What follows belongs to an exercise in optimizing a design on an open flow for small area; a production flow would make more cautious choices.
Only simulation tests tie the RTL to the original design; equivalence was not proved.

run a:
## zigbee_rx_back
module zigbee_rx_back (
  input  logic       clk_i,
  input  logic       resetn_i,
  input  logic [4:0] ibb_i,
  input  logic [4:0] qbb_i,
  input  logic       iq_valid_i,
  input  logic       psel_i,
  input  logic       penable_i,
  input  logic       pwrite_i,
  output logic [7:0] prdata_o,
  output logic       pslverr_o,
  output logic       bit_o,
  output logic       bit_en_o
);
  logic [4:0] cordic_phase;
  logic       cordic_take;
  logic       cdr_bit;
  logic       cdr_take;
  logic       cdr_valid;
  zigbee_cordic_top i_cordic (
    .reset_n(resetn_i), .clk(clk_i), .ibb(ibb_i), .qbb(qbb_i), .iValid(iq_valid_i),
    .wout(cordic_phase), .take_o(cordic_take));
  bit_recovery_CDR i_cdr (
    .clk(clk_i), .resetn(resetn_i), .phase_i(cordic_phase), .ph_take_i(cordic_take),
    .data_en_o(cdr_valid), .take_o(cdr_take), .data_w(cdr_bit));
  fifo_rx i_fifo_rx (
    .clk(clk_i), .reset_n(resetn_i), .en_cdr(cdr_valid), .take(cdr_take), .data_in(cdr_bit),
    .psel(psel_i), .pwrite(pwrite_i), .penable(penable_i),
    .pslverr(pslverr_o), .prdata(prdata_o), .bit_o(bit_o));
  assign bit_en_o = cdr_valid;
endmodule
==> module cdr, before the edit <==
module cdr(
	input  logic clk,
	input  logic resetn_i,
	input  logic data_i,
	output logic data_en_o,
	output logic take_o
	);
	logic T_w, E_w;
	logic q1, q2, q3, q4;
	logic [4:0] count;
	logic [4:0] cycles;
	logic en_rise_w, en_fall_w;
	assign T_w = q1 ^ q2;
	assign E_w = q2 ^ q4;
	assign cycles = ~T_w ? 5'd24 : (E_w ? 5'd25 : 5'd23);
	assign en_rise_w = count == 12;
	assign en_fall_w = count == cycles;
	assign take_o = count == 0;
	assign data_en_o = count == 1;
	always_ff @(posedge clk, negedge resetn_i) begin
		if (~resetn_i) begin
			q1 <= 0;
			q2 <= 0;
			q3 <= 0;
			q4 <= 0;
			count <= 24;
		end else begin
			if (en_rise_w) begin
				q1 <= data_i;
				q2 <= q1;
				q4 <= q3;
			end
			if (en_fall_w) begin
				q3 <= data_i;
				count <= 0;
			end else
				count <= count + 1;
		end
	end
endmodule
Settings: LEC_CHECK=0, ABC_AREA=1, CAP_MARGIN=20, CORE_MARGIN=2, CORE_UTILIZATION=75, PLACE_DENSITY=0.88, SLEW_MARGIN=20; clock period 10.0 ns.
standard.sh (not shown) runs the stock make flow with config.mk's settings and CLKGATE_MAP_FILE= SYNTH_SCRIPT=/design/flow/synth_recipe.tcl, a recipe that flattens the netlist after the stock synthesis.
==> flow/flow/run.sh <==
#!/bin/bash
# Layout flow: the standard flow (standard.sh) for every step, with these
# changes in how the layout is made:
#  - synthesis maps the logic with an area-oriented ABC script (abc_area.script
#    here, in place of ORFS's) and leaves adders to ABC (no ADDER_MAP_FILE);
#    the rest of synthesis is ORFS's, unchanged, so the registers are the
#    standard synthesis's;
#  - port buffers are sky130_fd_sc_hd__buf_1 (every port still gets one);
#  - clock tree synthesis leaves out dummy loads and uses clkbuf_8 buffers with
#    small sink clusters.
# Each step's full output goes to a log file in the work folder.
set -euo pipefail
WORK=$(pwd)
cp -r "$FLOW_HOME/scripts" "$WORK/scripts_own"
cp "$WORK/flow/abc_area.script" "$WORK/scripts_own/abc_area.script"
SCRIPTS_DIR="$WORK/scripts_own" ADDER_MAP_FILE= bash standard.sh synth > "$WORK/log_synth.txt" 2>&1
export BUFFER_PORTS_ARGS="-buffer_cell sky130_fd_sc_hd__buf_1"
export CTS_ARGS="-sink_clustering_enable -repair_clock_nets -dont_use_dummy_load -sink_clustering_size 16 -sink_clustering_max_diameter 50 -buf_list sky130_fd_sc_hd__clkbuf_8"
bash standard.sh finish > "$WORK/log_layout.txt" 2>&1
==> flow/flow/abc_area.script <==
strash
&get -n
&dch
&nf -R 1000
&put
strash
&get -n
&dch
&nf -R 1000
&put
topo
Modified inputs, run b compared to run a
--- a/flow/design.v
+++ b/flow/design.v
@@ -473,29 +473,31 @@
 	input  logic resetn_i,
 	input  logic data_i,
 	output logic data_en_o,
 	output logic take_o
 	);
+	logic fall_q;
 	logic T_w, E_w;
 	logic q1, q2, q3, q4;
 	logic [4:0] count;
 	logic [4:0] cycles;
 	logic en_rise_w, en_fall_w;
 	assign T_w = q1 ^ q2;
 	assign E_w = q2 ^ q4;
 	assign cycles = ~T_w ? 5'd24 : (E_w ? 5'd25 : 5'd23);
 	assign en_rise_w = count == 12;
 	assign en_fall_w = count == cycles;
-	assign take_o = count == 0;
-	assign data_en_o = count == 1;
+	assign take_o = fall_q;
 	always_ff @(posedge clk, negedge resetn_i) begin
 		if (~resetn_i) begin
 			q1 <= 0;
 			q2 <= 0;
 			q3 <= 0;
 			q4 <= 0;
+			fall_q <= 0;
 			count <= 24;
+			data_en_o <= 0;
 		end else begin
 			if (en_rise_w) begin
 				q1 <= data_i;
 				q2 <= q1;
 				q4 <= q3;
@@ -503,10 +505,12 @@
 			if (en_fall_w) begin
 				q3 <= data_i;
 				count <= 0;
 			end else
 				count <= count + 1;
+			fall_q <= en_fall_w;
+			data_en_o <= fall_q;
 		end
 	end
 endmodule
 module bit_recovery_CDR(
 	input  logic       clk,
==> notes.md <==
Lower overall via count from detail_route goes to run b over run a. Run a → run b: relative max-transition margin rose by 2.0 points; flip-flop and latch share of the layout cell area ~0 delta; global-route wire length before repair decreased about 0.8%; number of flip-flops and latches climbed 2; peak fanout along the critical path increased 1. Run a → run b: total routing resource utilization after global routing decreased 0.42 points, fmax decreased 3.5%.

what the ideal ports hide:
How much do the figures lean on ideal ports? The routed layouts below were timed once more, with nothing changed but the port constraints. Step 1, drivers: a clkbuf_16 drives clk_i and a buf_2 each remaining input, both assumed. Step 2 times the ports against the registers' clock, not the clock port: input delays grow and output delays shrink by t, the midpoint of the rising clock arrivals with the driver on. Three values: ideal ports, drivers, drivers and shift; two values: the first two.
run	shift t [ns]	setup slack, ns	hold slack, ns	worst register clock-pin slew, ns	worst slew at a driven data input, ns
run a	0.596	3.263 / 3.284 / 2.688	0.296 / 0.296 / 0.296	0.11 / 0.11	0.03
run b	0.596	3.022 / 3.043 / 2.447	0.311 / 0.311 / 0.311	0.10 / 0.10	0.03
After both steps setup and hold are still met in every run listed.
